From an optimization exercise on the open Yosys and OpenROAD flow, aimed at small area; shortcuts taken in it are not production practice.
In this exercise RTL edits were held to simulation tests only and were not proved equivalent to the original.
Power figures rest on the tool's default switching activity, not on a simulated workload.

File: flow/run.sh
#!/bin/bash
# synth_recipe.tcl (not shown) runs the flow's synth.tcl, then flattens the netlist and writes it again
# the make line also repeats each setting of config.mk as NAME=value (left out here)
make -C /OpenROAD-flow-scripts/flow DESIGN_CONFIG=/design/flow/config.mk WORK_HOME=/design/flow/orfs CLKGATE_MAP_FILE= SYNTH_SCRIPT=/design/flow/synth_recipe.tcl finish
File: flow/config.mk
export PLATFORM = sky130hd
export DESIGN_NAME = SR_full_top
export DESIGN_NICKNAME = SR_full_top
export VERILOG_FILES = /design/flow/design.v
export SDC_FILE = /design/flow/constraint.sdc
export NUM_CORES = 8
export LEC_CHECK = 0
export CAP_MARGIN = 20
export CORE_MARGIN = 2
export CORE_UTILIZATION = 62
export CTS_BUF_LIST = sky130_fd_sc_hd__clkbuf_8
export CTS_CLUSTER_DIAMETER = 100
export CTS_CLUSTER_SIZE = 14
export PLACE_DENSITY = 0.72
export SLEW_MARGIN = 20
File: flow/constraint.sdc
create_clock -name core_clock -period 10.0 [get_ports {clk}]
set_input_delay 2.0000 -clock core_clock [delete_from_list [all_inputs] [get_ports {clk}]]
set_output_delay 2.0000 -clock core_clock [all_outputs]
set_load 0.01 [all_outputs]
File: flow/design.v
`timescale 1ns / 1ps
module SR_chain #(parameter PH = 0) (
    input  wire       clk,
    input  wire       clr,
    input  wire [9:0] code,
    output wire       inc
);
    function automatic reachable(input integer v);
        begin
            if (PH == 0) reachable = 1'b1;
            else reachable = (v <= 721) || v == 725 || v == 739 || v == 1004 ||
                             v == 1018 || v == 1022 || v == 1023;
        end
    endfunction
    wire [31:0] row = 32'd1 << code[9:5];
    wire [31:0] col = 32'd1 << code[4:0];
    wire [1023:0] t;
    genvar r, c;
    generate for (r = 0; r < 32; r = r + 1) begin : rw
        for (c = 0; c < 32; c = c + 1) begin : cl
            if (reachable(r*32+c)) begin : e
                reg s1, s2;
                wire hit = row[r] & col[c];
                always @(posedge clk) begin
                    s1 <= hit | (s1 & ~clr);
                    s2 <= (s2 | (hit & s1)) & ~clr;
                end
                assign t[r*32+c] = hit & s1 & ~s2;
            end else begin : n
                assign t[r*32+c] = 1'b0;
            end
        end
    end endgenerate
    assign inc = |t;
endmodule
`timescale 1ns / 1ps
module SR_chain_control (
    input  wire       clk,
    input  wire       reset,
    input  wire       start,
    output reg  [7:0] q,
    output reg        run,
    output reg        frame_end,
    output reg        done
);
    wire last = (q == 8'd249);
    always @(posedge clk) begin
        if (reset) begin
            q <= 8'd235;
            run <= 1'b0;
            frame_end <= 1'b0;
            done <= 1'b0;
        end else begin
            if (run | start) begin
                q <= last ? 8'd0 : q + 8'd1;
                if (last) run <= 1'b1;
            end
            frame_end <= run & last;
            done <= run & (q >= 8'd22) & (q <= 8'd29);
        end
    end
endmodule
`timescale 1ns / 1ps
module cordic_rtop (
    input  wire        i_clk,
    input  wire [13:0] i_xval,
    input  wire [13:0] i_yval,
    output wire [9:0]  o_mag,
    output wire [9:0]  o_phase
);
    localparam NST = 12;
    wire sx = i_xval[13], sy = i_yval[13];
    wire [14:0] ex = {sx, i_xval};
    wire [14:0] ey = {sy, i_yval};
    wire [14:0] x0, y0;
    wire [14:0] pa = ex ^ {15{sx}};
    wire [14:0] pb = ey ^ {15{sy}};
    wire [14:0] pc = ex ^ {15{~sy}};
    wire [14:0] pd = ey ^ {15{sx}};
    wire px1 = pa[0] ^ pb[0];
    wire px2 = pa[0] & pb[0];
    wire px3 = sx ^ sy;
    wire px4 = sx & sy;
    wire px5 = pa[1] ^ pb[1] ^ px2;
    wire px6 = (pa[1] & pb[1]) | (px2 & (pa[1] ^ pb[1]));
    wire px7 = pa[2] ^ pb[2];
    wire px8 = pa[2] & pb[2];
    wire px9 = pa[3] ^ pb[3];
    wire px10 = pa[3] & pb[3];
    wire px11 = pa[4] ^ pb[4];
    wire px12 = pa[4] & pb[4];
    wire px13 = pa[5] ^ pb[5];
    wire px14 = pa[5] & pb[5];
    wire px15 = pa[6] ^ pb[6];
    wire px16 = pa[6] & pb[6];
    wire px17 = pa[7] ^ pb[7];
    wire px18 = pa[7] & pb[7];
    wire px19 = pa[8] ^ pb[8];
    wire px20 = pa[8] & pb[8];
    wire px21 = pa[9] ^ pb[9];
    wire px22 = pa[9] & pb[9];
    wire px23 = pa[10] ^ pb[10];
    wire px24 = pa[10] & pb[10];
    wire px25 = pa[11] ^ pb[11];
    wire px26 = pa[11] & pb[11];
    wire px27 = pa[12] ^ pb[12];
    wire px28 = pa[12] & pb[12];
    wire px29 = pa[13] ^ pb[13];
    wire px30 = pa[13] & pb[13];
    wire px31 = pa[14] ^ pb[14];
    wire px32 = pa[14] & pb[14];
    wire px33 = px1 ^ px3;
    wire px34 = px1 & px3;
    wire px35 = px4 ^ px5 ^ px34;
    wire px36 = (px4 & px5) | (px34 & (px4 ^ px5));
    wire px37 = px6 ^ px7 ^ px36;
    wire px38 = (px6 & px7) | (px36 & (px6 ^ px7));
    wire px39 = px8 ^ px9 ^ px38;
    wire px40 = (px8 & px9) | (px38 & (px8 ^ px9));
    wire px41 = px10 ^ px11 ^ px40;
    wire px42 = (px10 & px11) | (px40 & (px10 ^ px11));
    wire px43 = px12 ^ px13 ^ px42;
    wire px44 = (px12 & px13) | (px42 & (px12 ^ px13));
    wire px45 = px14 ^ px15 ^ px44;
    wire px46 = (px14 & px15) | (px44 & (px14 ^ px15));
    wire px47 = px16 ^ px17 ^ px46;
    wire px48 = (px16 & px17) | (px46 & (px16 ^ px17));
    wire px49 = px18 ^ px19 ^ px48;
    wire px50 = (px18 & px19) | (px48 & (px18 ^ px19));
    wire px51 = px20 ^ px21 ^ px50;
    wire px52 = (px20 & px21) | (px50 & (px20 ^ px21));
    wire px53 = px22 ^ px23 ^ px52;
    wire px54 = (px22 & px23) | (px52 & (px22 ^ px23));
    wire px55 = px24 ^ px25 ^ px54;
    wire px56 = (px24 & px25) | (px54 & (px24 ^ px25));
    wire px57 = px26 ^ px27 ^ px56;
    wire px58 = (px26 & px27) | (px56 & (px26 ^ px27));
    wire px59 = px28 ^ px29 ^ px58;
    wire px60 = (px28 & px29) | (px58 & (px28 ^ px29));
    wire px61 = px30 ^ px31 ^ px60;
    wire px62 = (px30 & px31) | (px60 & (px30 ^ px31));
    assign x0 = {px61, px59, px57, px55, px53, px51, px49, px47, px45, px43, px41, px39, px37, px35, px33};
    wire py1 = pc[0] ^ pd[0];
    wire py2 = pc[0] & pd[0];
    wire py3 = ~sy ^ sx;
    wire py4 = ~sy & sx;
    wire py5 = pc[1] ^ pd[1] ^ py2;
    wire py6 = (pc[1] & pd[1]) | (py2 & (pc[1] ^ pd[1]));
    wire py7 = pc[2] ^ pd[2];
    wire py8 = pc[2] & pd[2];
    wire py9 = pc[3] ^ pd[3];
    wire py10 = pc[3] & pd[3];
    wire py11 = pc[4] ^ pd[4];
    wire py12 = pc[4] & pd[4];
    wire py13 = pc[5] ^ pd[5];
    wire py14 = pc[5] & pd[5];
    wire py15 = pc[6] ^ pd[6];
    wire py16 = pc[6] & pd[6];
    wire py17 = pc[7] ^ pd[7];
    wire py18 = pc[7] & pd[7];
    wire py19 = pc[8] ^ pd[8];
    wire py20 = pc[8] & pd[8];
    wire py21 = pc[9] ^ pd[9];
    wire py22 = pc[9] & pd[9];
    wire py23 = pc[10] ^ pd[10];
    wire py24 = pc[10] & pd[10];
    wire py25 = pc[11] ^ pd[11];
    wire py26 = pc[11] & pd[11];
    wire py27 = pc[12] ^ pd[12];
    wire py28 = pc[12] & pd[12];
    wire py29 = pc[13] ^ pd[13];
    wire py30 = pc[13] & pd[13];
    wire py31 = pc[14] ^ pd[14];
    wire py32 = pc[14] & pd[14];
    wire py33 = py1 ^ py3;
    wire py34 = py1 & py3;
    wire py35 = py4 ^ py5 ^ py34;
    wire py36 = (py4 & py5) | (py34 & (py4 ^ py5));
    wire py37 = py6 ^ py7 ^ py36;
    wire py38 = (py6 & py7) | (py36 & (py6 ^ py7));
    wire py39 = py8 ^ py9 ^ py38;
    wire py40 = (py8 & py9) | (py38 & (py8 ^ py9));
    wire py41 = py10 ^ py11 ^ py40;
    wire py42 = (py10 & py11) | (py40 & (py10 ^ py11));
    wire py43 = py12 ^ py13 ^ py42;
    wire py44 = (py12 & py13) | (py42 & (py12 ^ py13));
    wire py45 = py14 ^ py15 ^ py44;
    wire py46 = (py14 & py15) | (py44 & (py14 ^ py15));
    wire py47 = py16 ^ py17 ^ py46;
    wire py48 = (py16 & py17) | (py46 & (py16 ^ py17));
    wire py49 = py18 ^ py19 ^ py48;
    wire py50 = (py18 & py19) | (py48 & (py18 ^ py19));
    wire py51 = py20 ^ py21 ^ py50;
    wire py52 = (py20 & py21) | (py50 & (py20 ^ py21));
    wire py53 = py22 ^ py23 ^ py52;
    wire py54 = (py22 & py23) | (py52 & (py22 ^ py23));
    wire py55 = py24 ^ py25 ^ py54;
    wire py56 = (py24 & py25) | (py54 & (py24 ^ py25));
    wire py57 = py26 ^ py27 ^ py56;
    wire py58 = (py26 & py27) | (py56 & (py26 ^ py27));
    wire py59 = py28 ^ py29 ^ py58;
    wire py60 = (py28 & py29) | (py58 & (py28 ^ py29));
    wire py61 = py30 ^ py31 ^ py60;
    wire py62 = (py30 & py31) | (py60 & (py30 ^ py31));
    assign y0 = {py61, py59, py57, py55, py53, py51, py49, py47, py45, py43, py41, py39, py37, py35, py33};
    localparam [NST-2:0] REGB = 11'b10010101111;
    reg [14:0] xr0;
    reg [13:0] rr0;
    reg [NST+1:0] dr0;    
    always @(posedge i_clk) begin
        xr0 <= x0;
        rr0 <= y0[13:0];      
        dr0 <= {sx, sy, y0[14], {(NST-1){1'b0}}};
    end
    wire [14:0] xa [0:NST-1], xb [0:NST-1];
    wire [13:0] ra [0:NST-1], rb [0:NST-1];
    wire        ma [0:NST-1];
    wire [NST+1:0] da [0:NST-1], db [0:NST-1];
    wire        gb [0:NST-1];
    reg  [14:0] xq [0:NST-2];
    reg  [13:0] rq [0:NST-2];
    reg  [NST+1:0] dq [0:NST-2];
    genvar i;
    generate for (i = 0; i < NST; i = i + 1) begin : it
        if (i == 0) begin : s0
            assign xa[0] = xr0; assign ra[0] = rr0; assign da[0] = dr0;
            assign ma[0] = dr0[NST-1];
        end else begin : sn
            if (REGB[i-1]) begin : sr
                assign xa[i] = xq[i-1]; assign ra[i] = rq[i-1]; assign da[i] = dq[i-1];
            end else begin : sc
                assign xa[i] = xb[i-1]; assign ra[i] = rb[i-1]; assign da[i] = db[i-1];
            end
            assign ma[i] = ~(da[i][NST-1-i] ^ da[i][NST-i]);
        end
        cordic_iter #(.S(i+1), .FAST(i >= 4)) u_it(.x(xa[i]), .r(ra[i]), .m(ma[i]), .neg(da[i][NST-1-i]),
                                    .xo(xb[i]), .ro(rb[i]), .nego(gb[i]));
        if (i < NST-1) begin : dn
            assign db[i] = da[i] | ({{(NST+1){1'b0}}, gb[i]} << (NST-2-i));
            if (REGB[i]) begin : rg
                always @(posedge i_clk) begin
                    xq[i] <= xb[i];
                    rq[i] <= rb[i];
                    dq[i] <= db[i];
                end
            end
        end else begin : dl
            assign db[i] = da[i];
        end
    end endgenerate
    cordic_mag mg(.x(xb[NST-1]), .o_mag(o_mag));
    cordic_phase pg(.f(da[NST-1]), .o_phase(o_phase));
endmodule
module cordic_mag (
    input  wire [14:0] x,
    output wire [9:0]  o_mag
);
    wire mg1 = x[0] ^ x[2];
    wire mg2 = x[0] & x[2];
    wire mg3 = x[1] ^ x[3];
    wire mg4 = x[1] & x[3];
    wire mg5 = ~x[0] ^ ~x[3];
    wire mg6 = ~x[0] & ~x[3];
    wire mg7 = ~x[1] ^ ~x[4];
    wire mg8 = ~x[1] & ~x[4];
    wire mg9 = ~x[2] ^ ~x[5];
    wire mg10 = ~x[2] & ~x[5];
    wire mg11 = x[0] ^ ~x[3] ^ ~x[6];
    wire mg12 = (x[0] & ~x[3]) | (~x[6] & (x[0] ^ ~x[3]));
    wire mg13 = x[1] ^ ~x[4] ^ ~x[7];
    wire mg14 = (x[1] & ~x[4]) | (~x[7] & (x[1] ^ ~x[4]));
    wire mg15 = ~x[5] ^ ~x[8] ^ ~x[12];
    wire mg16 = (~x[5] & ~x[8]) | (~x[12] & (~x[5] ^ ~x[8]));
    wire mg17 = x[14] ^ 1'b1;
    wire mg18 = x[14] & 1'b1;
    wire mg19 = ~x[6] ^ ~x[9] ^ ~x[13];
    wire mg20 = (~x[6] & ~x[9]) | (~x[13] & (~x[6] ^ ~x[9]));
    wire mg21 = 1'b1 ^ mg2 ^ mg3;
    wire mg22 = (1'b1 & mg2) | (mg3 & (1'b1 ^ mg2));
    wire mg23 = x[2] ^ x[4] ^ ~x[7];
    wire mg24 = (x[2] & x[4]) | (~x[7] & (x[2] ^ x[4]));
    wire mg25 = ~x[10] ^ x[14] ^ mg4;
    wire mg26 = (~x[10] & x[14]) | (mg4 & (~x[10] ^ x[14]));
    wire mg27 = x[3] ^ x[5] ^ ~x[8];
    wire mg28 = (x[3] & x[5]) | (~x[8] & (x[3] ^ x[5]));
    wire mg29 = ~x[11] ^ 1'b1;
    wire mg30 = ~x[11] & 1'b1;
    wire mg31 = x[4] ^ x[6] ^ ~x[9];
    wire mg32 = (x[4] & x[6]) | (~x[9] & (x[4] ^ x[6]));
    wire mg33 = ~x[12] ^ 1'b1;
    wire mg34 = ~x[12] & 1'b1;
    wire mg35 = x[5] ^ x[7] ^ ~x[10];
    wire mg36 = (x[5] & x[7]) | (~x[10] & (x[5] ^ x[7]));
    wire mg37 = ~x[13] ^ 1'b1;
    wire mg38 = ~x[13] & 1'b1;
    wire mg39 = x[6] ^ x[8] ^ ~x[11];
    wire mg40 = (x[6] & x[8]) | (~x[11] & (x[6] ^ x[8]));
    wire mg41 = x[7] ^ x[9];
    wire mg42 = x[7] & x[9];
    wire mg43 = x[8] ^ x[10];
    wire mg44 = x[8] & x[10];
    wire mg45 = ~x[0] ^ ~x[4];
    wire mg46 = ~x[0] & ~x[4];
    wire mg47 = ~x[1] ^ ~x[5];
    wire mg48 = ~x[1] & ~x[5];
    wire mg49 = ~x[2] ^ ~x[6];
    wire mg50 = ~x[2] & ~x[6];
    wire mg51 = ~x[7] ^ ~x[9] ^ 1'b1;
    wire mg52 = (~x[7] & ~x[9]) | (1'b1 & (~x[7] ^ ~x[9]));
    wire mg53 = ~x[8] ^ ~x[10] ^ mg6;
    wire mg54 = (~x[8] & ~x[10]) | (mg6 & (~x[8] ^ ~x[10]));
    wire mg55 = ~x[9] ^ ~x[11] ^ mg8;
    wire mg56 = (~x[9] & ~x[11]) | (mg8 & (~x[9] ^ ~x[11]));
    wire mg57 = ~x[10] ^ ~x[12] ^ mg10;
    wire mg58 = (~x[10] & ~x[12]) | (mg10 & (~x[10] ^ ~x[12]));
    wire mg59 = ~x[11] ^ ~x[13] ^ mg12;
    wire mg60 = (~x[11] & ~x[13]) | (mg12 & (~x[11] ^ ~x[13]));
    wire mg61 = mg1 ^ mg14 ^ mg15;
    wire mg62 = (mg1 & mg14) | (mg15 & (mg1 ^ mg14));
    wire mg63 = mg16 ^ mg18 ^ mg19;
    wire mg64 = (mg16 & mg18) | (mg19 & (mg16 ^ mg18));
    wire mg65 = mg20 ^ mg22 ^ mg23;
    wire mg66 = (mg20 & mg22) | (mg23 & (mg20 ^ mg22));
    wire mg67 = mg24 ^ mg26 ^ mg27;
    wire mg68 = (mg24 & mg26) | (mg27 & (mg24 ^ mg26));
    wire mg69 = mg28 ^ mg30 ^ mg31;
    wire mg70 = (mg28 & mg30) | (mg31 & (mg28 ^ mg30));
    wire mg71 = mg32 ^ mg34 ^ mg35;
    wire mg72 = (mg32 & mg34) | (mg35 & (mg32 ^ mg34));
    wire mg73 = x[14] ^ mg36 ^ mg38;
    wire mg74 = (x[14] & mg36) | (mg38 & (x[14] ^ mg36));
    wire mg75 = ~x[12] ^ 1'b1 ^ mg40;
    wire mg76 = (~x[12] & 1'b1) | (mg40 & (~x[12] ^ 1'b1));
    wire mg77 = ~x[13] ^ 1'b1 ^ mg42;
    wire mg78 = (~x[13] & 1'b1) | (mg42 & (~x[13] ^ 1'b1));
    wire mg79 = x[9] ^ x[11] ^ x[14];
    wire mg80 = (x[9] & x[11]) | (x[14] & (x[9] ^ x[11]));
    wire mg81 = x[10] ^ x[12];
    wire mg82 = x[10] & x[12];
    wire mg83 = x[11] ^ x[13];
    wire mg84 = x[11] & x[13];
    wire mg85 = ~x[0] ^ ~x[2];
    wire mg86 = ~x[0] & ~x[2];
    wire mg87 = ~x[1] ^ ~x[3];
    wire mg88 = ~x[1] & ~x[3];
    wire mg89 = ~x[2] ^ ~x[4];
    wire mg90 = ~x[2] & ~x[4];
    wire mg91 = ~x[3] ^ ~x[5];
    wire mg92 = ~x[3] & ~x[5];
    wire mg93 = ~x[6] ^ 1'b1 ^ mg45;
    wire mg94 = (~x[6] & 1'b1) | (mg45 & (~x[6] ^ 1'b1));
    wire mg95 = ~x[7] ^ mg46 ^ mg47;
    wire mg96 = (~x[7] & mg46) | (mg47 & (~x[7] ^ mg46));
    wire mg97 = ~x[8] ^ mg48 ^ mg49;
    wire mg98 = (~x[8] & mg48) | (mg49 & (~x[8] ^ mg48));
    wire mg99 = mg5 ^ mg50 ^ mg51;
    wire mg100 = (mg5 & mg50) | (mg51 & (mg5 ^ mg50));
    wire mg101 = mg7 ^ mg52 ^ mg53;
    wire mg102 = (mg7 & mg52) | (mg53 & (mg7 ^ mg52));
    wire mg103 = mg9 ^ mg54 ^ mg55;
    wire mg104 = (mg9 & mg54) | (mg55 & (mg9 ^ mg54));
    wire mg105 = mg11 ^ mg56 ^ mg57;
    wire mg106 = (mg11 & mg56) | (mg57 & (mg11 ^ mg56));
    wire mg107 = mg13 ^ mg58 ^ mg59;
    wire mg108 = (mg13 & mg58) | (mg59 & (mg13 ^ mg58));
    wire mg109 = mg17 ^ mg60 ^ mg61;
    wire mg110 = (mg17 & mg60) | (mg61 & (mg17 ^ mg60));
    wire mg111 = mg21 ^ mg62 ^ mg63;
    wire mg112 = (mg21 & mg62) | (mg63 & (mg21 ^ mg62));
    wire mg113 = mg25 ^ mg64 ^ mg65;
    wire mg114 = (mg25 & mg64) | (mg65 & (mg25 ^ mg64));
    wire mg115 = mg29 ^ mg66 ^ mg67;
    wire mg116 = (mg29 & mg66) | (mg67 & (mg29 ^ mg66));
    wire mg117 = mg33 ^ mg68 ^ mg69;
    wire mg118 = (mg33 & mg68) | (mg69 & (mg33 ^ mg68));
    wire mg119 = mg37 ^ mg70 ^ mg71;
    wire mg120 = (mg37 & mg70) | (mg71 & (mg37 ^ mg70));
    wire mg121 = mg39 ^ mg72 ^ mg73;
    wire mg122 = (mg39 & mg72) | (mg73 & (mg39 ^ mg72));
    wire mg123 = mg41 ^ mg74 ^ mg75;
    wire mg124 = (mg41 & mg74) | (mg75 & (mg41 ^ mg74));
    wire mg125 = mg43 ^ mg76 ^ mg77;
    wire mg126 = (mg43 & mg76) | (mg77 & (mg43 ^ mg76));
    wire mg127 = mg44 ^ mg78 ^ mg79;
    wire mg128 = (mg44 & mg78) | (mg79 & (mg44 ^ mg78));
    wire mg129 = 1'b1 ^ mg80 ^ mg81;
    wire mg130 = (1'b1 & mg80) | (mg81 & (1'b1 ^ mg80));
    wire mg131 = 1'b1 ^ mg82 ^ mg83;
    wire mg132 = (1'b1 & mg82) | (mg83 & (1'b1 ^ mg82));
    wire mg133 = x[12] ^ ~x[14] ^ mg84;
    wire mg134 = (x[12] & ~x[14]) | (mg84 & (x[12] ^ ~x[14]));
    wire mg135 = ~x[0] & 1'b1;
    wire mg136 = ~x[1] & mg135;
    wire mg137 = (1'b1 & mg85) | (mg136 & (1'b1 | mg85));
    wire mg138 = (mg86 & mg87) | (mg137 & (mg86 | mg87));
    wire mg139 = (mg88 & mg89) | (mg138 & (mg88 | mg89));
    wire mg140 = (mg90 & mg91) | (mg139 & (mg90 | mg91));
    wire mg141 = (mg92 & mg93) | (mg140 & (mg92 | mg93));
    wire mg142 = (mg94 & mg95) | (mg141 & (mg94 | mg95));
    wire mg143 = (mg96 & mg97) | (mg142 & (mg96 | mg97));
    wire mg144 = (mg98 & mg99) | (mg143 & (mg98 | mg99));
    wire mg145 = (mg100 & mg101) | (mg144 & (mg100 | mg101));
    wire mg146 = (mg102 & mg103) | (mg145 & (mg102 | mg103));
    wire mg147 = (mg104 & mg105) | (mg146 & (mg104 | mg105));
    wire mg148 = (mg106 & mg107) | (mg147 & (mg106 | mg107));
    wire mg149 = (mg108 & mg109) | (mg148 & (mg108 | mg109));
    wire mg150 = (mg110 & mg111) | (mg149 & (mg110 | mg111));
    wire mg151 = (mg112 & mg113) | (mg150 & (mg112 | mg113));
    wire mg152 = mg114 ^ mg115 ^ mg151;
    wire mg153 = (mg114 & mg115) | (mg151 & (mg114 ^ mg115));
    wire mg154 = mg116 ^ mg117 ^ mg153;
    wire mg155 = (mg116 & mg117) | (mg153 & (mg116 ^ mg117));
    wire mg156 = mg118 ^ mg119 ^ mg155;
    wire mg157 = (mg118 & mg119) | (mg155 & (mg118 ^ mg119));
    wire mg158 = mg120 ^ mg121 ^ mg157;
    wire mg159 = (mg120 & mg121) | (mg157 & (mg120 ^ mg121));
    wire mg160 = mg122 ^ mg123 ^ mg159;
    wire mg161 = (mg122 & mg123) | (mg159 & (mg122 ^ mg123));
    wire mg162 = mg124 ^ mg125 ^ mg161;
    wire mg163 = (mg124 & mg125) | (mg161 & (mg124 ^ mg125));
    wire mg164 = mg126 ^ mg127 ^ mg163;
    wire mg165 = (mg126 & mg127) | (mg163 & (mg126 ^ mg127));
    wire mg166 = mg128 ^ mg129 ^ mg165;
    wire mg167 = (mg128 & mg129) | (mg165 & (mg128 ^ mg129));
    wire mg168 = mg130 ^ mg131 ^ mg167;
    wire mg169 = (mg130 & mg131) | (mg167 & (mg130 ^ mg131));
    wire mg170 = mg132 ^ mg133 ^ mg169;
    wire mg171 = (mg132 & mg133) | (mg169 & (mg132 ^ mg133));
    assign o_mag = {mg170, mg168, mg166, mg164, mg162, mg160, mg158, mg156, mg154, mg152};
endmodule
module cordic_phase (
    input  wire [13:0] f,
    output wire [9:0]  o_phase
);
    wire pg1 = ~f[10] ^ ~f[8];
    wire pg2 = ~f[10] & ~f[8];
    wire pg3 = ~f[8] ^ ~f[7];
    wire pg4 = ~f[8] & ~f[7];
    wire pg5 = ~f[11] ^ ~f[10] ^ ~f[4];
    wire pg6 = (~f[11] & ~f[10]) | (~f[4] & (~f[11] ^ ~f[10]));
    wire pg7 = ~f[11] ^ ~f[8] ^ ~f[5];
    wire pg8 = (~f[11] & ~f[8]) | (~f[5] & (~f[11] ^ ~f[8]));
    wire pg9 = ~f[6] ^ ~f[4] ^ ~f[1];
    wire pg10 = (~f[6] & ~f[4]) | (~f[1] & (~f[6] ^ ~f[4]));
    wire pg11 = ~f[0] ^ 1'b1;
    wire pg12 = ~f[0] & 1'b1;
    wire pg13 = ~f[5] ^ ~f[2] ^ ~f[1];
    wire pg14 = (~f[5] & ~f[2]) | (~f[1] & (~f[5] ^ ~f[2]));
    wire pg15 = ~f[0] ^ pg2 ^ pg3;
    wire pg16 = (~f[0] & pg2) | (pg3 & (~f[0] ^ pg2));
    wire pg17 = ~f[6] ^ ~f[3] ^ ~f[2];
    wire pg18 = (~f[6] & ~f[3]) | (~f[2] & (~f[6] ^ ~f[3]));
    wire pg19 = ~f[1] ^ pg4;
    wire pg20 = ~f[1] & pg4;
    wire pg21 = ~f[10] ^ ~f[7] ^ ~f[4];
    wire pg22 = (~f[10] & ~f[7]) | (~f[4] & (~f[10] ^ ~f[7]));
    wire pg23 = ~f[3] ^ ~f[2];
    wire pg24 = ~f[3] & ~f[2];
    wire pg25 = ~f[11] ^ ~f[8] ^ ~f[5];
    wire pg26 = (~f[11] & ~f[8]) | (~f[5] & (~f[11] ^ ~f[8]));
    wire pg27 = ~f[4] ^ ~f[3] ^ 1'b1;
    wire pg28 = (~f[4] & ~f[3]) | (1'b1 & (~f[4] ^ ~f[3]));
    wire pg29 = ~f[9] ^ ~f[6] ^ ~f[5];
    wire pg30 = (~f[9] & ~f[6]) | (~f[5] & (~f[9] ^ ~f[6]));
    wire pg31 = ~f[11] ^ ~f[10];
    wire pg32 = ~f[11] & ~f[10];
    wire pg33 = ~f[3] ^ ~f[2];
    wire pg34 = ~f[3] & ~f[2];
    wire pg35 = ~f[3] ^ ~f[0] ^ pg6;
    wire pg36 = (~f[3] & ~f[0]) | (pg6 & (~f[3] ^ ~f[0]));
    wire pg37 = pg1 ^ pg8 ^ pg9;
    wire pg38 = (pg1 & pg8) | (pg9 & (pg1 ^ pg8));
    wire pg39 = pg10 ^ pg12 ^ pg13;
    wire pg40 = (pg10 & pg12) | (pg13 & (pg10 ^ pg12));
    wire pg41 = pg14 ^ pg16 ^ pg17;
    wire pg42 = (pg14 & pg16) | (pg17 & (pg14 ^ pg16));
    wire pg43 = pg18 ^ pg20 ^ pg21;
    wire pg44 = (pg18 & pg20) | (pg21 & (pg18 ^ pg20));
    wire pg45 = pg22 ^ pg24 ^ pg25;
    wire pg46 = (pg22 & pg24) | (pg25 & (pg22 ^ pg24));
    wire pg47 = ~f[4] ^ pg26 ^ pg28;
    wire pg48 = (~f[4] & pg26) | (pg28 & (~f[4] ^ pg26));
    wire pg49 = ~f[7] ^ ~f[6] ^ ~f[5];
    wire pg50 = (~f[7] & ~f[6]) | (~f[5] & (~f[7] ^ ~f[6]));
    wire pg51 = ~f[11] ^ ~f[8] ^ ~f[7];
    wire pg52 = (~f[11] & ~f[8]) | (~f[7] & (~f[11] ^ ~f[8]));
    wire pg53 = ~f[9] ^ ~f[8] ^ ~f[7];
    wire pg54 = (~f[9] & ~f[8]) | (~f[7] & (~f[9] ^ ~f[8]));
    wire pg55 = ~f[9] ^ ~f[8] ^ ((~f[13] & ~f[12]) | (~f[13] & f[12]));
    wire pg56 = (~f[9] & ~f[8]) | (((~f[13] & ~f[12]) | (~f[13] & f[12])) & (~f[9] ^ ~f[8]));
    wire pg57 = ~f[10] ^ ~f[9] ^ ((f[13] & f[12]));
    wire pg58 = (~f[10] & ~f[9]) | (((f[13] & f[12])) & (~f[10] ^ ~f[9]));
    wire pg59 = ~f[11] ^ ~f[10];
    wire pg60 = ~f[11] & ~f[10];
    wire pg61 = ~f[1] ^ pg5;
    wire pg62 = ~f[1] & pg5;
    wire pg63 = pg7 ^ pg34 ^ pg35;
    wire pg64 = (pg7 & pg34) | (pg35 & (pg7 ^ pg34));
    wire pg65 = pg11 ^ pg36 ^ pg37;
    wire pg66 = (pg11 & pg36) | (pg37 & (pg11 ^ pg36));
    wire pg67 = pg15 ^ pg38 ^ pg39;
    wire pg68 = (pg15 & pg38) | (pg39 & (pg15 ^ pg38));
    wire pg69 = pg19 ^ pg40 ^ pg41;
    wire pg70 = (pg19 & pg40) | (pg41 & (pg19 ^ pg40));
    wire pg71 = pg23 ^ pg42 ^ pg43;
    wire pg72 = (pg23 & pg42) | (pg43 & (pg23 ^ pg42));
    wire pg73 = pg27 ^ pg44 ^ pg45;
    wire pg74 = (pg27 & pg44) | (pg45 & (pg27 ^ pg44));
    wire pg75 = pg29 ^ pg46 ^ pg47;
    wire pg76 = (pg29 & pg46) | (pg47 & (pg29 ^ pg46));
    wire pg77 = pg30 ^ pg48 ^ pg49;
    wire pg78 = (pg30 & pg48) | (pg49 & (pg30 ^ pg48));
    wire pg79 = ~f[6] ^ pg50 ^ pg51;
    wire pg80 = (~f[6] & pg50) | (pg51 & (~f[6] ^ pg50));
    wire pg81 = ((~f[13] & ~f[12]) | (f[13] & f[12])) ^ pg52 ^ pg53;
    wire pg82 = (((~f[13] & ~f[12]) | (f[13] & f[12])) & pg52) | (pg53 & (((~f[13] & ~f[12]) | (f[13] & f[12])) ^ pg52));
    wire pg83 = pg31 ^ pg54 ^ pg55;
    wire pg84 = (pg31 & pg54) | (pg55 & (pg31 ^ pg54));
    wire pg85 = pg32 ^ pg56 ^ pg57;
    wire pg86 = (pg32 & pg56) | (pg57 & (pg32 ^ pg56));
    wire pg87 = ((~f[13] & ~f[12]) | (f[13] & ~f[12])) ^ pg58 ^ pg59;
    wire pg88 = (((~f[13] & ~f[12]) | (f[13] & ~f[12])) & pg58) | (pg59 & (((~f[13] & ~f[12]) | (f[13] & ~f[12])) ^ pg58));
    wire pg89 = ~f[11] ^ ((~f[13] & ~f[12]) | (f[13] & f[12])) ^ pg60;
    wire pg90 = (~f[11] & ((~f[13] & ~f[12]) | (f[13] & f[12]))) | (pg60 & (~f[11] ^ ((~f[13] & ~f[12]) | (f[13] & f[12]))));
    wire pg91 = pg33 & pg61;
    wire pg92 = (pg62 & pg63) | (pg91 & (pg62 | pg63));
    wire pg93 = (pg64 & pg65) | (pg92 & (pg64 | pg65));
    wire pg94 = (pg66 & pg67) | (pg93 & (pg66 | pg67));
    wire pg95 = (pg68 & pg69) | (pg94 & (pg68 | pg69));
    wire pg96 = (pg70 & pg71) | (pg95 & (pg70 | pg71));
    wire pg97 = (pg72 & pg73) | (pg96 & (pg72 | pg73));
    wire pg98 = (pg74 & pg75) | (pg97 & (pg74 | pg75));
    wire pg99 = pg76 ^ pg77 ^ pg98;
    wire pg100 = (pg76 & pg77) | (pg98 & (pg76 ^ pg77));
    wire pg101 = pg78 ^ pg79 ^ pg100;
    wire pg102 = (pg78 & pg79) | (pg100 & (pg78 ^ pg79));
    wire pg103 = pg80 ^ pg81 ^ pg102;
    wire pg104 = (pg80 & pg81) | (pg102 & (pg80 ^ pg81));
    wire pg105 = pg82 ^ pg83 ^ pg104;
    wire pg106 = (pg82 & pg83) | (pg104 & (pg82 ^ pg83));
    wire pg107 = pg84 ^ pg85 ^ pg106;
    wire pg108 = (pg84 & pg85) | (pg106 & (pg84 ^ pg85));
    wire pg109 = pg86 ^ pg87 ^ pg108;
    wire pg110 = (pg86 & pg87) | (pg108 & (pg86 ^ pg87));
    wire pg111 = pg88 ^ pg89 ^ pg110;
    wire pg112 = (pg88 & pg89) | (pg110 & (pg88 ^ pg89));
    wire pg113 = ((~f[13] & ~f[12]) | (f[13] & ~f[12])) ^ pg90 ^ pg112;
    wire pg114 = (((~f[13] & ~f[12]) | (f[13] & ~f[12])) & pg90) | (pg112 & (((~f[13] & ~f[12]) | (f[13] & ~f[12])) ^ pg90));
    wire pg115 = ((~f[13] & ~f[12]) | (f[13] & f[12])) ^ pg114;
    wire pg116 = ((~f[13] & ~f[12]) | (f[13] & f[12])) & pg114;
    wire pg117 = ((~f[13] & ~f[12]) | (~f[13] & f[12])) ^ pg116;
    wire pg118 = ((~f[13] & ~f[12]) | (~f[13] & f[12])) & pg116;
    assign o_phase = {pg117, pg115, pg113, pg111, pg109, pg107, pg105, pg103, pg101, pg99};
endmodule
module cordic_iter #(parameter S = 1, parameter FAST = 0) (
    input  wire [14:0] x,
    input  wire [13:0] r,
    input  wire        m,
    input  wire        neg,
    output wire [14:0] xo,
    output wire [13:0] ro,
    output wire        nego
);
    localparam LB = 14 - S;           
    genvar j;
    wire [13:0] un = ~(r ^ {14{m}});
    wire [13:0] u = ~un;
    wire [15:0] cx;
    assign cx[0] = neg;
    generate for (j = 0; j < 15; j = j + 1) begin : ax
        if (j < LB) begin : f
            assign xo[j] = x[j] ^ u[j+S] ^ cx[j];
            assign cx[j+1] = (x[j] & u[j+S]) | (cx[j] & (x[j] ^ u[j+S]));
        end else begin : h
            assign xo[j] = x[j] ^ cx[j];
            assign cx[j+1] = x[j] & cx[j];
        end
    end endgenerate
    wire [14:0] ub = {1'b1, un};
    wire k = x[14];
    wire [15:0] cy;
    wire [14:0] d;
    assign cy[0] = 1'b0;
    generate for (j = 0; j < LB; j = j + 1) begin : dl
        assign d[j] = ub[j] ^ x[j+S] ^ cy[j];
        assign cy[j+1] = (ub[j] & x[j+S]) | (cy[j] & (ub[j] ^ x[j+S]));
    end endgenerate
    if (FAST) begin : fu
        wire [15:0] po, pa;
        assign po[LB] = 1'b0;
        assign pa[LB] = 1'b1;
        for (j = LB; j < 15; j = j + 1) begin : du
            assign po[j+1] = po[j] | ub[j];
            assign pa[j+1] = pa[j] & ub[j];
            assign cy[j+1] = k ? (cy[LB] | po[j+1]) : (cy[LB] & pa[j+1]);
            assign d[j] = ub[j] ^ k ^ cy[j];
        end
    end else begin : su
        for (j = LB; j < 15; j = j + 1) begin : du
            assign d[j] = ub[j] ^ k ^ cy[j];
            assign cy[j+1] = (ub[j] & k) | (cy[j] & (ub[j] ^ k));
        end
    end
    assign ro = d[13:0];
    assign nego = neg ^ ~d[14];
endmodule
`timescale 1ns / 1ps
module DBSCAN_ARG (
    input  wire       clk,
    input  wire       clr,
    input  wire       inc,
    input  wire       load,
    output reg  [6:0] count,
    output wire [9:0] out
);
    reg [6:0] run_cnt, prev, out_r;
    always @(posedge clk) begin
        if (clr) begin
            run_cnt <= 7'd0;
            count <= run_cnt;
            prev <= count;
        end else begin
            run_cnt <= run_cnt + {6'd0, inc};
        end
        if (load) out_r <= prev;
    end
    assign out = {3'b000, out_r};
endmodule
`timescale 1ns / 1ps
module mlp_24bit_scalable (
    input  wire        clk,
    input  wire [7:0]  q,
    input  wire [6:0]  c0,
    input  wire [6:0]  c1,
    output wire [3:0]  classification_result,
    output wire [23:0] regression_result
);
    localparam W0 = 12, W1 = 11, W2 = 15;    
    wire hid  = (q >= 8'd31) & (q <= 8'd44);    
    wire hidc = (q >= 8'd31) & (q <= 8'd37);    
    wire hid0 = (q == 8'd31);
    wire hidl = (q == 8'd44);
    reg [3:0] b;       
    reg [4:0] k;       
    wire bl = (b == 4'd13);
    always @(posedge clk) begin
        b <= (hidl | bl) ? 4'd0 : b + 4'd1;
        k <= hidl ? 5'd0 : k + {4'd0, bl};
    end
    wire have = (b == 4'd0) & (k != 5'd0) & (k <= 5'd15);
    wire [2:0] cs = q[2:0] + 3'd1;
    wire cb0 = c0[cs] & hidc;
    wire cb1 = c1[cs] & hidc;
    reg [13:0] h0, h1, h2;      
    reg        z0, z1, z2;      
    localparam [38*16-1:0] VROM = 608'b11111100011101011111011110000010011100111111000111010111110111100000100111001111111011011011111001000100000111000011100001000001111110111101000000111101101100000110101111101000001111111100101110110010011101110010000100000001111111000110101000111010110100111111001110111111111010011111000111011111110100111111111110011010000110011011111001111000000000010100100000010100000001011010111010100101100000000000000000001101001101010111011100000001000111111101110011111111010101000001101100111101110101111111110110001000100000101110101100011111110110000010100000100110001001101100000001100111011111100011000001000000;
    wire [37:0] vk = VROM[k[3:0]*38 +: 38];
    wire [W0-1:0] v0 = vk[11:0];
    wire [W1-1:0] v1 = vk[22:12];
    wire [W2-1:0] v2 = vk[37:23];
    reg [W0-1:0] d0; reg [W1-1:0] d1; reg [W2-1:0] d2;
    always @* begin
        if (hid) begin
            case ({cb1, cb0})
            2'b00: begin d0 = 0;   d1 = 0;   d2 = 0;   end
            2'b01: begin d0 = 50;  d1 = -10; d2 = -72; end
            2'b10: begin d0 = -22; d1 = 95;  d2 = 98;  end
            default: begin d0 = 28; d1 = 85; d2 = 26; end
            endcase
        end else begin
            d0 = (h0[0] & ~z0) ? v0 : {W0{1'b0}};
            d1 = (h1[0] & ~z1) ? v1 : {W1{1'b0}};
            d2 = (h2[0] & ~z2) ? v2 : {W2{1'b0}};
        end
    end
    wire first = hid ? hid0 : (b == 4'd0);
    wire [W0-1:0] i0 = hid ? -12'sd1110 : 12'd0;
    wire [W1-1:0] i1 = hid ? -11'sd380 : 11'd0;
    wire [W2-1:0] i2 = hid ? 15'sd2010 : 15'd0;
    reg [W0-1:0] A0; reg [6:0] L0;
    reg [W1-1:0] A1; reg [6:0] L1;
    reg [W2-1:0] A2; reg [6:0] L2;
    wire [W0:0] s0; wire [W1:0] s1; wire [W2:0] s2;
    mlp_radd #(W0) ad0(.a(first ? i0 : A0), .b(d0), .s(s0));
    mlp_radd #(W1) ad1(.a(first ? i1 : A1), .b(d1), .s(s1));
    mlp_radd #(W2) ad2(.a(first ? i2 : A2), .b(d2), .s(s2));
    always @(posedge clk) begin
        A0 <= s0[W0:1]; L0 <= {s0[0], L0[6:1]};
        A1 <= s1[W1:1]; L1 <= {s1[0], L1[6:1]};
        A2 <= s2[W2:1]; L2 <= {s2[0], L2[6:1]};
        h0 <= hid ? {s0[0], h0[13:1]} : {h0[0], h0[13:1]};
        h1 <= hid ? {s1[0], h1[13:1]} : {h1[0], h1[13:1]};
        h2 <= hid ? {s2[0], h2[13:1]} : {h2[0], h2[13:1]};
        if (hidl) begin
            z0 <= s0[W0]; z1 <= s1[W1]; z2 <= s2[W2];
        end
    end
    wire [W0+6:0] f0 = {A0, L0};
    wire [W1+6:0] f1 = {A1, L1};
    wire [W2+6:0] f2 = {A2, L2};
    localparam [16*16-1:0] OBROM = 256'b1110011110010110111101110011000111111111011110110000100010100101000001100011111100001110101010010000101101110110111111110110011011101110110100101111101010101111000001010011101100000011101001010000100000000010000100010111010011111011010010001110011110010110;
    wire [15:0] obk = OBROM[k[3:0]*16 +: 16];
    wire [22:0] e0 = {{(23-W0-7){f0[W0+6]}}, f0};
    wire [22:0] e1 = {{(23-W1-7){f1[W1+6]}}, f1};
    wire [22:0] e2 = {{(23-W2-7){f2[W2+6]}}, f2};
    wire [22:0] e3 = {{7{obk[15]}}, obk};
    wire [22:0] p1 = e0 ^ e1 ^ e2;
    wire [22:0] g1 = {(e0[21:0] & e1[21:0]) | (e2[21:0] & (e0[21:0] ^ e1[21:0])), 1'b0};
    wire [22:0] p2 = p1 ^ g1 ^ e3;
    wire [22:0] g2 = {(p1[21:0] & g1[21:0]) | (e3[21:0] & (p1[21:0] ^ g1[21:0])), 1'b0};
    wire [23:0] ok;
    mlp_radd #(23) ads(.a(p2), .b(g2), .s(ok));
    reg [15:0] okr;
    reg        fits;
    reg        cmpv;      
    always @(posedge clk) begin
        okr <= ok[15:0];
        fits <= (ok[22:15] == 8'h00) | (ok[22:15] == 8'hff);
        cmpv <= have;
    end
    reg [15:0] maxv;
    reg [3:0] maxi;
    reg [15:0] reg0;
    wire [15:0] ma = {~maxv[15], maxv[14:0]};
    wire [15:0] ob = {okr[15], ~okr[14:0]};
    wire [16:0] cc;
    assign cc[0] = 1'b1;
    genvar j;
    generate for (j = 0; j < 16; j = j + 1) begin : cmp
        assign cc[j+1] = (ma[j] & ob[j]) | (cc[j] & (ma[j] | ob[j]));
    end endgenerate
    wire gt = fits & ~cc[16];
    always @(posedge clk) begin
        if (cmpv) begin
            if (k == 5'd1) begin
                maxv <= okr; maxi <= 4'd0; reg0 <= okr;
            end else if (gt) begin
                maxv <= okr; maxi <= k[3:0] - 4'd1;
            end
        end
    end
    assign classification_result = maxi;
    assign regression_result = {{8{reg0[15]}}, reg0};
endmodule
module mlp_radd #(parameter W = 8) (
    input  wire [W-1:0] a,
    input  wire [W-1:0] b,
    output wire [W:0]   s
);
    wire [W:0] c;
    assign c[0] = 1'b0;
    genvar j;
    generate for (j = 0; j < W; j = j + 1) begin : fa
        assign s[j] = a[j] ^ b[j] ^ c[j];
        assign c[j+1] = (a[j] & b[j]) | (c[j] & (a[j] ^ b[j]));
    end endgenerate
    assign s[W] = a[W-1] ^ b[W-1] ^ c[W];
endmodule
`timescale 1ns / 1ps
module SR_full_top(input [13:0] ini,
                   input [13:0] inq,
                   input clk,
                   input reset,
                   input start,
                   output [9:0] out0,
                   output [9:0] out1,
                   output [3:0] classification_result,
                   output [23:0] regression_result,
                   output done,
                   output frame_end
    );
    wire [7:0] q;
    wire run;
    SR_chain_control ctl(.clk(clk), .reset(reset), .start(start), .q(q), .run(run),
                         .frame_end(frame_end), .done(done));
    wire [9:0] mag_c, arg_c;
    cordic_rtop cordic(.i_clk(clk), .i_xval(ini), .i_yval(inq), .o_mag(mag_c), .o_phase(arg_c));
    reg [9:0] mag, arg;
    always @(posedge clk) begin
        mag <= mag_c;
        arg <= arg_c;
    end
    wire clr = (q == 8'd243);
    wire inc_abs, inc_arg;
    SR_chain #(.PH(0)) hist_abs(.clk(clk), .clr(clr), .code(mag), .inc(inc_abs));
    SR_chain #(.PH(1)) hist_arg(.clk(clk), .clr(clr), .code(arg), .inc(inc_arg));
    wire [6:0] c_arg, c_abs;
    DBSCAN_ARG cnt_arg(.clk(clk), .clr(clr), .inc(inc_arg), .load(q == 8'd1), .count(c_arg), .out(out0));
    DBSCAN_ARG cnt_abs(.clk(clk), .clr(clr), .inc(inc_abs), .load(q == 8'd1), .count(c_abs), .out(out1));
    mlp_24bit_scalable mlp(.clk(clk), .q(q), .c0(c_arg), .c1(c_abs),
                           .classification_result(classification_result),
                           .regression_result(regression_result));
endmodule
==> flow_summary_export.csv, run 1 <==
group,metric,value,unit
critical_path,worst_setup_path_start_kind,"flop",
floorplanning,fp.dieW,501,um
placed_design,place_congestion,0.837,
floorplanning,ios,81,
layout,final_cell_area,163000,sq um
clocking,cts_buffers,339,
floorplanning,fp-row-count,182,
grt,antenna_found_initial,3,
floorplanning,die-height,501,um
route,drtIter0Drc,11300,
layout,final_cell_mix,"dfxtp_1 (3951), inv_1 (2252), a21oi_1 (1817), nand3_1 (1814), a22o_1 (1750)",
clocking,clock_latency,1.11,ns
status,outcome,"finished clean",
critical_path,worst-path-buf-inv,4,
clocking,clk_path_buf_depth,4,
layout,final_common_cell,"dfxtp_1",
grt,grt_start_max_net_pins,212,
critical_path,cp_max_fo,2,
pwr,ir_drop,0.457,mV
critical_path,worst_path_max_delay_cell,"fa_1",
clocking,htreeDepth,5,
timing,rsz0062_at_grt,"true",
grt,track_usage,0.334,
critical_path,critPathTopFamily,"adder cells",
placed_design,dpl-instance-area,158000,sq um
critical_path,slowest_delay,0.50,ns
timing,max-slew-margin-rel,0.210,
grt,grt_pass1_vias,115000,
logic_synthesis,synth_cells,15900,
timing,skew,0.118,ns
timing,hold_viol,0,
logic_synthesis,netlist_area,153000,sq um
clocking,cts_tree,"done",
pwr,p_per_area,350,nW/um^2
logic_synthesis,syn_area_per_cell,9.64,sq um
clocking,cts.sinks,4037,
logic_synthesis,ys_seq_area_frac,0.532,
floorplanning,start_util,0.624,
timing,worstMarginPinSlew,1.17,ns
pwr,p_leak,73.9,nW
clocking,cts-root-buf,"clkbuf_8",
floorplanning,fp.dieArea,251000,sq um
critical_path,worst-setup-path-type,"flop to flop",
job,max_cap_violations,0,
route,wire_per_inst,22.9,um
logic_synthesis,synthArstFlopShare,0,
placed_design,dp_hpwl,266000,um
critical_path,end_kind,"flop",
timing,drv_slew,0,
timing,hold_ws,0.306,ns
placed_design,io_buffers,74,
layout,nFillCells,19300,
grt,grt_pass1_wl,660000,um
logic_synthesis,yosysTopAreaCellShare,0.516,
logic_synthesis,ys_seq_elements,4037,
critical_path,crit_arrival,10.61,ns
clocking,clk_pin_slew,0.09,ns
grt,gr-total-overflow,0,
timing,layout_min_cycle_time,9.67,ns
logic_synthesis,synth_edf_count,81,
pwr,power,0.0570,W
timing,clock.fmax,103,MHz
logic_synthesis,ys.flop_type,"dfxtp_1",
timing,fin_crit_sh,0.967,
timing,setup_violations,0,
logic_synthesis,synth_area_leader_cell,"dfxtp_1",
route,via_count,117000,
critical_path,cp_common_cell,"ha_1",
worst_hold_path,hold_path_class,"flop to flop",
logic_synthesis,yosysWarnings,13,
logic_synthesis,post_synth_num_cell_types,99,
logic_synthesis,synthTopCellsByArea,"dfxtp_1 (52%), a22o_1 (10%), a21oi_1 (5.9%), nand3_1 (5.9%), inv_1 (5.5%)",
route,drtAntennaViolNets,0,
floorplanning,fp.coreArea,246000,sq um
layout,nets,16100,
route,viasPerCell,6.25,
layout,area_growth,6.03,%
layout,drive_above_1_share,0.0588,
critical_path,worst_ep_required_time,10.94,ns
route,drt_pass1_iterations,6,
route,drc_errors,0,
route,wirelength,430000,um
[cell families (layout without fill, tap and decap cells)]
kind of cell	after synthesis	count (layout)	share of synthesized area
xor+xnor	278	278	0.0163
fa+ha+maj	586	586	0.0666
mux	24	24	0.00176
flops	4037	4037	0.532
other cells	1	9	0.0000244
compound gates	4699	4699	0.207
buf+inv	3396	3034	0.0838
simple gates	2889	2889	0.0928
[routing by layer]
metal | global-route usage | routed length [um] | vias up
li1 | - | - | 54100
met1 | 0.439 | 175000 | 57500
met2 | 0.555 | 201000 | 4822
met3 | 0.0449 | 33800 | 1022
met4 | 0.139 | 19200 | 2
met5 | 0 | 7 | -
[per-stage QoR]
step                worst slack [ns]  utilization  TNS (ns)  instances
floorplan                      0.184            -         0      15900
global placement              -0.239        0.640    -0.239      18400
detailed placement            -0.162        0.640    -0.162      18400
CTS                           0.0277        0.661         0      18800
global route                 -0.0986        0.661   -0.0986      18800
finish                         0.334        0.661         0      18800
[Yosys cell counts, drive strengths merged (85+ instances only)]
| cell type | count |
|---|---|
| a21oi | 1819 |
| a22o | 1750 |
| buf | 278 |
| clkbuf | 878 |
| dfxtp | 3956 |
| fa | 388 |
| ha | 188 |
| inv | 2239 |
| nand2 | 133 |
| nand3 | 1815 |
| nor2 | 522 |
| nor4 | 101 |
| o21ai | 94 |
| o22ai | 882 |
| xnor2 | 192 |
| xor2 | 85 |
[what timing repair did]
| action | in CTS | in global routing |
|---|---|---|
| hold buffers | 0 | 0 |
| cloned | 0 | 1 |
| endpoints found under the setup margin | 1 | 8 |
| setup buffers | 0 | 3 |
| gates resized for setup | 4 | 27 |
| pin swaps | 2 | 7 |
| hold endpoints to repair | 0 | 0 |
[power breakdown]
group | total, W | switching (W) | internal, W
Sequential | 0.0236 | 0.00258 | 0.0210
Combinational | 0.0251 | 0.0141 | 0.0109
Clock | 0.00829 | 0.00515 | 0.00314
Total | 0.0570 | 0.0218 | 0.0351
[sequential cells by signal, indices dropped and copies added, names as in the netlist, 14 cells and up]
signal and cells:
cordic.dq 56, cordic.rq 86, cordic.rr0 14, cordic.xq 105
cordic.xr0 15, hist_abs.rw.cl.e.s1 1024, hist_abs.rw.cl.e.s2 1024, hist_arg.rw.cl.e.s1 728
hist_arg.rw.cl.e.s2 728, mlp.A2 15, mlp.h0 14, mlp.h1 14
mlp.h2 14, mlp.maxv 16, mlp.okr 16, mlp.reg0 16
[worst register-to-register path, delay by kind of cell (launching register included)]
family,cells,cell delay [ns]
buffers and inverters,4,0.23
flip-flops,1,0.35
XOR/XNOR,5,0.80
adder cells (fa/ha/maj),26,7.63
AO/OA/AOI/OAI,3,0.31
AND/OR/NAND/NOR,1,0.30
[path summary, 6_finish.rpt]
path                                          to  depth (start not counted)        startpoint  slack, ns
worst max-delay path                      mag[9]                         39  cordic.dq[10][0]       0.33
worst min-delay path            cordic.dq[3][10]                          0  cordic.dq[2][10]       0.31
worst max register to register            mag[9]                         39  cordic.dq[10][0]       0.33
worst min register to register  cordic.dq[3][10]                          0  cordic.dq[2][10]       0.31
[layout make-up]
class                   instances  area (sq um)  share of cell area
diodes                          3          7.51           0.0000462
repair buffers                422          3680              0.0226
multi-input cells            8482         59900               0.368
clock inverters                31           245             0.00151
flip-flops and latches       4037         81600               0.502
clock buffers                 341          4690              0.0289
inverters                    2240          8420              0.0518
well taps                    3220          4030              0.0248
==> inputs of run 2 (changes only) <==
--- a/flow/config.mk
+++ b/flow/config.mk
@@ -8,8 +8,8 @@
 export CAP_MARGIN = 20
 export CORE_MARGIN = 2
-export CORE_UTILIZATION = 62
+export CORE_UTILIZATION = 55
 export CTS_BUF_LIST = sky130_fd_sc_hd__clkbuf_8
 export CTS_CLUSTER_DIAMETER = 100
 export CTS_CLUSTER_SIZE = 14
-export PLACE_DENSITY = 0.72
+export PLACE_DENSITY = 0.65
 export SLEW_MARGIN = 20
==> run 2 against run 1 <==
Area after synthesis unchanged. Total power decreased by 1.8%. Via count decreased by 4.5%. Utilization decreased by 7.3 points. Non-clock buffer count decreased by 25. Combinational power decreased by 4%.
==> flow_summary_export.csv, run 2 <==
group,metric,value,unit
clocking,clock_latency,1.11,ns
logic_synthesis,synth_cells,15900,
layout,seq_area,81600,sq um
logic_synthesis,syn_area_per_cell,9.64,sq um
timing,fin_crit_sh,0.966,
route,drc_errors,0,
logic_synthesis,yosysTopAreaCellShare,0.516,
pwr,clock_power_share,0.148,
timing,fin_ws,0.336,ns
grt,track_usage,0.280,
logic_synthesis,synth_edf_count,81,
floorplanning,fp.dieArea,283000,sq um
timing,max-slew-margin-rel,0.118,
layout,area_growth,6.27,%
floorplanning,fp.coreArea,277000,sq um
layout,final_cell_area,163000,sq um
grt,antenna_found_initial,4,
route,drt_pass1_iterations,6,
route,viasPerCell,5.83,
clocking,cts.sinks,4037,
logic_synthesis,netlist_top_cells_count,"dfxtp_1 (3956), inv_1 (2236), a21oi_1 (1817)",
route,drtIter0Drc,9212,
layout,multi_input_area,59900,sq um
logic_synthesis,netlist_area,153000,sq um
critical_path,worst_ep_required_time,11.00,ns
route,wire_per_inst,21.3,um
pwr,comb_power_share,0.432,
logic_synthesis,synth.most_common_cell,"dfxtp_1",
worst_hold_path,hold_path_class,"flop to flop",
critical_path,cp_common_cell,"ha_1",
route,via_count,112000,
critical_path,end_kind,"flop",
timing,skew,0.0581,ns
logic_synthesis,ys.flop_type,"dfxtp_1",
grt,grt_pass1_vias,103000,
grt,grt_start_max_net_pins,227,
logic_synthesis,synthTopCellsByArea,"dfxtp_1 (52%), a22o_1 (10%), a21oi_1 (5.9%), nand3_1 (5.9%), inv_1 (5.5%)",
placed_design,post-place-ws,-0.265,ns
layout,final_cell_mix,"dfxtp_1 (3951), inv_1 (2251), a21oi_1 (1817), nand3_1 (1814), a22o_1 (1750)",
pwr,ir_drop,0.657,mV
logic_synthesis,synthArstFlopShare,0,
clocking,cts_tree,"done",
timing,clock.fmax,103,MHz
pwr,p_seq_frac,0.420,
pwr,p_per_area,343,nW/um^2
critical_path,cp_max_fo,2,
grt,grt_pass1_wl,624000,um
route,drtAntennaViolNets,0,
clocking,clk_path_buf_depth,4,
critical_path,worst-setup-path-type,"flop to flop",
timing,fin_setup_tns,0,ns
critical_path,worst_path_max_delay_cell,"fa_1",
floorplanning,die-height,532,um
layout,drive_above_1_share,0.0575,
pwr,p_leak,73.8,nW
floorplanning,fp-row-count,193,
layout,final_core_util,0.588,
pwr,p_int,0.0347,W
layout,final_common_cell,"dfxtp_1",
clocking,clk_pin_slew,0.10,ns
clocking,hold_buffers,0,
route,wirelength,409000,um
clocking,cts-root-buf,"clkbuf_8",
timing,layout_min_cycle_time,9.66,ns
placed_design,dpl-instance-area,158000,sq um
floorplanning,fp.dieW,532,um
timing,drv_slew,0,
layout,nets,16100,
pwr,power.switching,0.0212,W
timing,setup_violations,0,
clocking,htreeDepth,5,
placed_design,place_congestion,0.845,
timing,hold_viol,0,
status,outcome,"finished clean",
logic_synthesis,yosysWarnings,13,
placed_design,io_buffers,74,
placed_design,dp_hpwl,251000,um
critical_path,worst_setup_path_start_kind,"flop",
critical_path,crit_arrival,10.66,ns
layout,nFillCells,24200,
logic_synthesis,ys_seq_area_frac,0.532,
timing,worstMarginPinSlew,1.32,ns
job,max_cap_violations,0,
logic_synthesis,synth_area_leader_cell,"dfxtp_1",
floorplanning,ios,81,
pwr,switching_share,0.379,
logic_synthesis,post_synth_num_cell_types,99,
floorplanning,start_util,0.554,
logic_synthesis,ys_seq_elements,4037,
clocking,cts_buffers,326,
grt,gr-total-overflow,0,
layout,reg_top3,"hist_abs.rw.cl.e.s1 (1024), hist_abs.rw.cl.e.s2 (1024)",
critical_path,slowest_delay,0.54,ns
==> run 2: cell counts after synthesis <==
No cell type changed its count.
==> run 2: repair_timing <==
action	CTS	global route
cloned	0	1
pin swaps	2	11
buffers inserted	0	13
setup endpoints to repair	3	11
resized for setup	6	32
endpoints found under the hold margin	0	0
==> run 2: layout make-up <==
type                       instances  share of cell area
antenna                            2           0.0000307
clock buffer                     327              0.0276
clock inverter                    43             0.00220
inverter                        2240              0.0516
multi-input combinational       8482               0.368
sequential                      4037               0.501
tap                             3705              0.0284
timing repair buffer             397              0.0215
==> run 2: routing by layer <==
layer,global-route usage,share of wire,vias to the layer above
met4,0.0758,0.027,0
met5,0,0,-
met2,0.469,0.47,3012
li1,-,-,54000
met1,0.384,0.44,54500
met3,0.0296,0.056,612
==> run 2: through the flow <==
stage	hold WS, ns	std cells	total power [W]
2_1_floorplan	0.310	15900	0.0406
3_3_place_gp	0.310	18800	0.0473
3_5_place_dp	0.312	18800	0.0479
4_1_cts	0.284	19200	0.0563
5_1_grt	0.303	19200	0.0608
6_report	0.300	19200	0.0559
==> run 2: power groups by stage <==
stage	registers, W	logic (W)	clock network (W)
3_3_place_gp	0.0237	0.0236	0
3_5_place_dp	0.0237	0.0242	0
6_report	0.0235	0.0242	0.00827
2_1_floorplan	0.0231	0.0176	0
4_1_cts	0.0234	0.0244	0.00848
5_1_grt	0.0240	0.0278	0.00905
==> run 2: final timing paths <==
check	start	endpoint	slack [ns]	cells after the start
hold reg to reg	mlp.h2[2]	mlp.h2[1]	0.30	0
hold / removal	mlp.h2[2]	mlp.h2[1]	0.30	0
setup / recovery	cordic.dq[10][0]	mag[9]	0.34	39
setup reg to reg	cordic.dq[10][0]	mag[9]	0.34	39
==> run 2: cell families after synthesis <==
| family | Yosys count | synth area share |
|---|---|---|
| compound gates | 4699 | 0.207 |
| flops | 4037 | 0.532 |
| buf+inv | 3396 | 0.0838 |
| simple gates | 2889 | 0.0928 |
| fa+ha+maj | 586 | 0.0666 |
| xor+xnor | 278 | 0.0163 |
| mux | 24 | 0.00176 |
| other cells | 1 | 0.0000244 |
==> run 2: worst max-delay path: cells and delay by family, from the launching register on <==
kind | cells | cell delay (ns)
AOI/OAI and AO/OA | 3 | 0.30
adders and majority gates | 26 | 7.65
and+or+nand+nor | 1 | 0.31
buffers and inverters | 4 | 0.22
xor gates and xnor gates | 5 | 0.78
DFF | 1 | 0.35
==> inputs of run 3 (changes only) <==
--- a/flow/design.v
+++ b/flow/design.v
@@ -648,5 +648,5 @@
         k <= hidl ? 5'd0 : k + {4'd0, bl};
     end
-    wire have = (b == 4'd0) & (k != 5'd0) & (k <= 5'd15);
+    wire have = (b == 4'd0) & (k != 5'd0) & (k <= 5'd11);
     wire [2:0] cs = q[2:0] + 3'd1;
     wire cb0 = c0[cs] & hidc;
@@ -654,5 +654,5 @@
     reg [13:0] h0, h1, h2;      
     reg        z0, z1, z2;      
-    localparam [38*16-1:0] VROM = 608'b11111100011101011111011110000010011100111111000111010111110111100000100111001111111011011011111001000100000111000011100001000001111110111101000000111101101100000110101111101000001111111100101110110010011101110010000100000001111111000110101000111010110100111111001110111111111010011111000111011111110100111111111110011010000110011011111001111000000000010100100000010100000001011010111010100101100000000000000000001101001101010111011100000001000111111101110011111111010101000001101100111101110101111111110110001000100000101110101100011111110110000010100000100110001001101100000001100111011111100011000001000000;
+    localparam [38*16-1:0] VROM = 608'b11100001000001111110111101000000111101111000010000011111101111010000001111011110000100000111111011110100000011110111100001000001111110111101000000111101111000010000011111101111010000001111011110000100000111111011110100000011110110110000011010111110100000111111110010111011001001110111001000010000000111111100011010100011101011010011111100111011111111101001111100011101111111010011111111111001101000011001101111100111101101010111011100000001000111111101110011111111010101000001101100111101110101111111110110001000100000101110101100011111110110000010100000100110001001101100000001100111011111100011000001000000;
     wire [37:0] vk = VROM[k[3:0]*38 +: 38];
     wire [W0-1:0] v0 = vk[11:0];
@@ -699,6 +699,8 @@
     wire [W1+6:0] f1 = {A1, L1};
     wire [W2+6:0] f2 = {A2, L2};
-    localparam [16*16-1:0] OBROM = 256'b1110011110010110111101110011000111111111011110110000100010100101000001100011111100001110101010010000101101110110111111110110011011101110110100101111101010101111000001010011101100000011101001010000100000000010000100010111010011111011010010001110011110010110;
-    wire [15:0] obk = OBROM[k[3:0]*16 +: 16];
+    localparam [20*16-1:0] OBROM = 320'b11111111011110111100111111110111101111001111111101111011110011111111011110111100111111110111101111000000100010100101101100000110001111111010000011101010100110010000101101110110100011111111011001100111000001010011101101000000001110100101001100001000000000100010000100010111010000011111101101001000000011111111011110111100;
+    wire [19:0] obn = OBROM[k[3:0]*20 +: 20];
+    wire [15:0] obk = obn[19:4];
+    wire [3:0] nk = obn[3:0];    
     wire [22:0] e0 = {{(23-W0-7){f0[W0+6]}}, f0};
     wire [22:0] e1 = {{(23-W1-7){f1[W1+6]}}, f1};
@@ -736,5 +738,5 @@
                 maxv <= okr; maxi <= 4'd0; reg0 <= okr;
             end else if (gt) begin
-                maxv <= okr; maxi <= k[3:0] - 4'd1;
+                maxv <= okr; maxi <= nk;
             end
         end
--- a/flow/config.mk
+++ b/flow/config.mk
@@ -6,5 +6,5 @@
 export NUM_CORES = 8
 export LEC_CHECK = 0
-export CAP_MARGIN = 20
+export CAP_MARGIN = 0
 export CORE_MARGIN = 2
 export CORE_UTILIZATION = 55
@@ -13,3 +13,3 @@
 export CTS_CLUSTER_SIZE = 14
 export PLACE_DENSITY = 0.65
-export SLEW_MARGIN = 20
+export SLEW_MARGIN = 0
==> run 3 against run 2 <==
Critical path type unchanged. Non-clock buffer count fell by 13. Area after synthesis fell by 0.18%. Combinational power fell by 3%. Largest cell class unchanged. Maximum frequency fell by 1.4%. Global-route usage fell by 0.12 points. Synthesized cell count fell by 0.39%. Still clean on timing, DRC and antenna.
==> flow_summary_export.csv, run 3 <==
group,metric,value,unit
placed_design,io_buffers,74,
placed_design,place_congestion,0.835,
floorplanning,fp.dieArea,283000,sq um
route,drc_errors,0,
timing,fin_setup_tns,0,ns
logic_synthesis,synth_edf_count,81,
logic_synthesis,synth.most_common_cell,"dfxtp_1",
layout,final_core_util,0.589,
timing,setup_violations,0,
grt,grtUsageMet1,0.385,
grt,top_usage_layer,"met2",
logic_synthesis,synthTopCellsByArea,"dfxtp_1 (52%), a22o_1 (10%), a21oi_1 (6.0%), nand3_1 (5.9%), inv_1 (5.4%)",
layout,drive_above_1_share,0.0583,
clocking,clk_pin_slew,0.10,ns
critical_path,slowest_delay,0.52,ns
logic_synthesis,ys_seq_elements,4037,
clocking,cts.sinks,4037,
critical_path,cp_max_fo,3,
clocking,cts_tree,"done",
route,wirelength,407000,um
logic_synthesis,synth_area_leader_cell,"dfxtp_1",
layout,area_growth,6.40,%
clocking,cts_buffers,326,
floorplanning,fp.coreArea,277000,sq um
grt,grt_pass1_vias,104000,
grt,antenna_found_initial,3,
timing,rsz0062_at_grt,"true",
route,drtIter0Drc,8913,
floorplanning,die-height,532,um
pwr,p_per_area,341,nW/um^2
timing,hold_viol,0,
grt,grt_pass1_wl,623000,um
critical_path,worst-setup-path-type,"flop to flop",
route,drtAntennaViolNets,0,
route,viasPerCell,5.84,
placed_design,placed_cells_incl_taps,18800,
timing,layout_min_cycle_time,9.80,ns
layout,final_cell_mix,"dfxtp_1 (3952), inv_1 (2219), a21oi_1 (1825), nand3_1 (1819), a22o_1 (1747)",
timing,hold_ws,0.315,ns
grt,track_usage,0.278,
logic_synthesis,synth_cells,15800,
clocking,cts-root-buf,"clkbuf_8",
placed_design,dp_hpwl,251000,um
critical_path,worst_ep_required_time,10.98,ns
logic_synthesis,syn_area_per_cell,9.66,sq um
pwr,power,0.0555,W
logic_synthesis,synthArstFlopShare,0,
timing,drv_slew,0,
pwr,ir_drop,0.564,mV
floorplanning,start_util,0.553,
pwr,p_leak,73.2,nW
status,outcome,"finished clean",
floorplanning,ios,81,
clocking,clk_path_buf_depth,4,
floorplanning,fp-row-count,193,
floorplanning,fp.dieW,532,um
grt,grt.met2_usage,0.463,
logic_synthesis,ys_seq_area_frac,0.533,
timing,worstMarginPinSlew,1.26,ns
route,drt_pass1_iterations,5,
job,max_cap_violations,0,
critical_path,ff2ff_setup_slack,0.20,ns
grt,grt_start_max_net_pins,224,
layout,final_common_cell,"dfxtp_1",
layout,fin_cells,19200,
critical_path,worst_path_max_delay_cell,"fa_1",
logic_synthesis,ys.flop_type,"dfxtp_1",
route,wire_per_inst,21.2,um
timing,skew,0.0834,ns
logic_synthesis,netlist_top_cells_count,"dfxtp_1 (3956), inv_1 (2207), a21oi_1 (1825)",
timing,clock.fmax,102,MHz
clocking,htreeDepth,5,
clocking,clock_latency,1.10,ns
critical_path,end_kind,"flop",
timing,max-slew-margin-rel,0.162,
grt,gr-total-overflow,0,
worst_hold_path,hold_path_class,"flop to flop",
logic_synthesis,yosysTopAreaCellShare,0.517,
logic_synthesis,netlist_area,153000,sq um
layout,nets,16000,
critical_path,crit_arrival,10.79,ns
logic_synthesis,yosysWarnings,13,
layout,reg_top3,"hist_abs.rw.cl.e.s1 (1024), hist_abs.rw.cl.e.s2 (1024)",
logic_synthesis,post_synth_num_cell_types,91,
critical_path,worst_setup_path_start_kind,"flop",
timing,fin_crit_sh,0.980,
route,via_count,112000,
grt,grtUsageMet3,0.0277,
## run 3: per-layer routing
layer | share of wire | up-vias
met1 | 0.45 | 54600
li1 | - | 53800
met3 | 0.054 | 617
met2 | 0.47 | 2883
met4 | 0.029 | 0
met5 | 0 | -
## run 3: timing repair
| action | CTS | global route |
|---|---|---|
| setup buffers | 0 | 6 |
| resized for setup | 13 | 42 |
| pin swaps | 6 | 31 |
| endpoints found under the setup margin | 2 | 7 |
| hold buffers | 0 | 0 |
## run 3: worst max-delay path: cells and delay by family, from the launching register on
family	cells	cell delay (ns)
buffers and inverters	3	0.15
AND/OR/NAND/NOR	1	0.10
AO/OA/AOI/OAI	3	0.41
adder cells (fa/ha/maj)	28	7.91
XOR/XNOR	5	0.80
flip-flops	1	0.34
## run 3: through the flow
stage	area, sq um	worst slack [ns]
2_1_floorplan	153000	-0.00381
3_3_place_gp	158000	-0.347
3_5_place_dp	158000	-0.425
4_1_cts	163000	0.0211
5_1_grt	163000	-0.134
6_report	163000	0.197
## run 3: power breakdown
part	leakage, nW	switching, W	internal, W	total [W]
clock	2.59	0.00524	0.00304	0.00828
sequential	33.0	0.00257	0.0212	0.0238
combinational	37.6	0.0130	0.0105	0.0235
total	73.2	0.0208	0.0347	0.0555
## run 3: cells by family (layout without fill, tap and decap cells)
kind of cell | Yosys count | in the layout | share of synthesized area
compound gates | 4690 | 4690 | 0.207
flops | 4037 | 4037 | 0.533
buf+inv | 3373 | 2964 | 0.0831
simple gates | 2860 | 2860 | 0.0924
fa+ha+maj | 584 | 584 | 0.0666
xor+xnor | 279 | 279 | 0.0162
mux | 24 | 24 | 0.00187
other cells | 1 | 8 | 0.0000245
## run 3: worst paths after layout
kind                    end  depth (start not counted)              from
setup / recovery     mag[9]                         40  cordic.dq[10][1]
hold / removal    mlp.h0[0]                          0         mlp.h0[1]
setup reg to reg     mag[9]                         40  cordic.dq[10][1]
hold reg to reg   mlp.h0[0]                          0         mlp.h0[1]
## run 3: layout make-up
class | instances | area [sq um]
Antenna cell | 2 | 5.00
Sequential cell | 4037 | 81600
Inverter | 2209 | 8300
Multi-Input combinational cell | 8443 | 60000
Tap cell | 3705 | 4640
Fill cell | 24200 | 114000
Clock inverter | 38 | 307
Clock buffer | 333 | 4580
Timing Repair Buffer | 384 | 3410

Setup slack of run 3, layout unchanged: 0.197 ns with ideal ports, 0.197 ns with driving cells assumed (clock clkbuf_16, inputs buf_2), 0.197 ns with port delays also shifted by the 1.151 ns mid clock arrival.
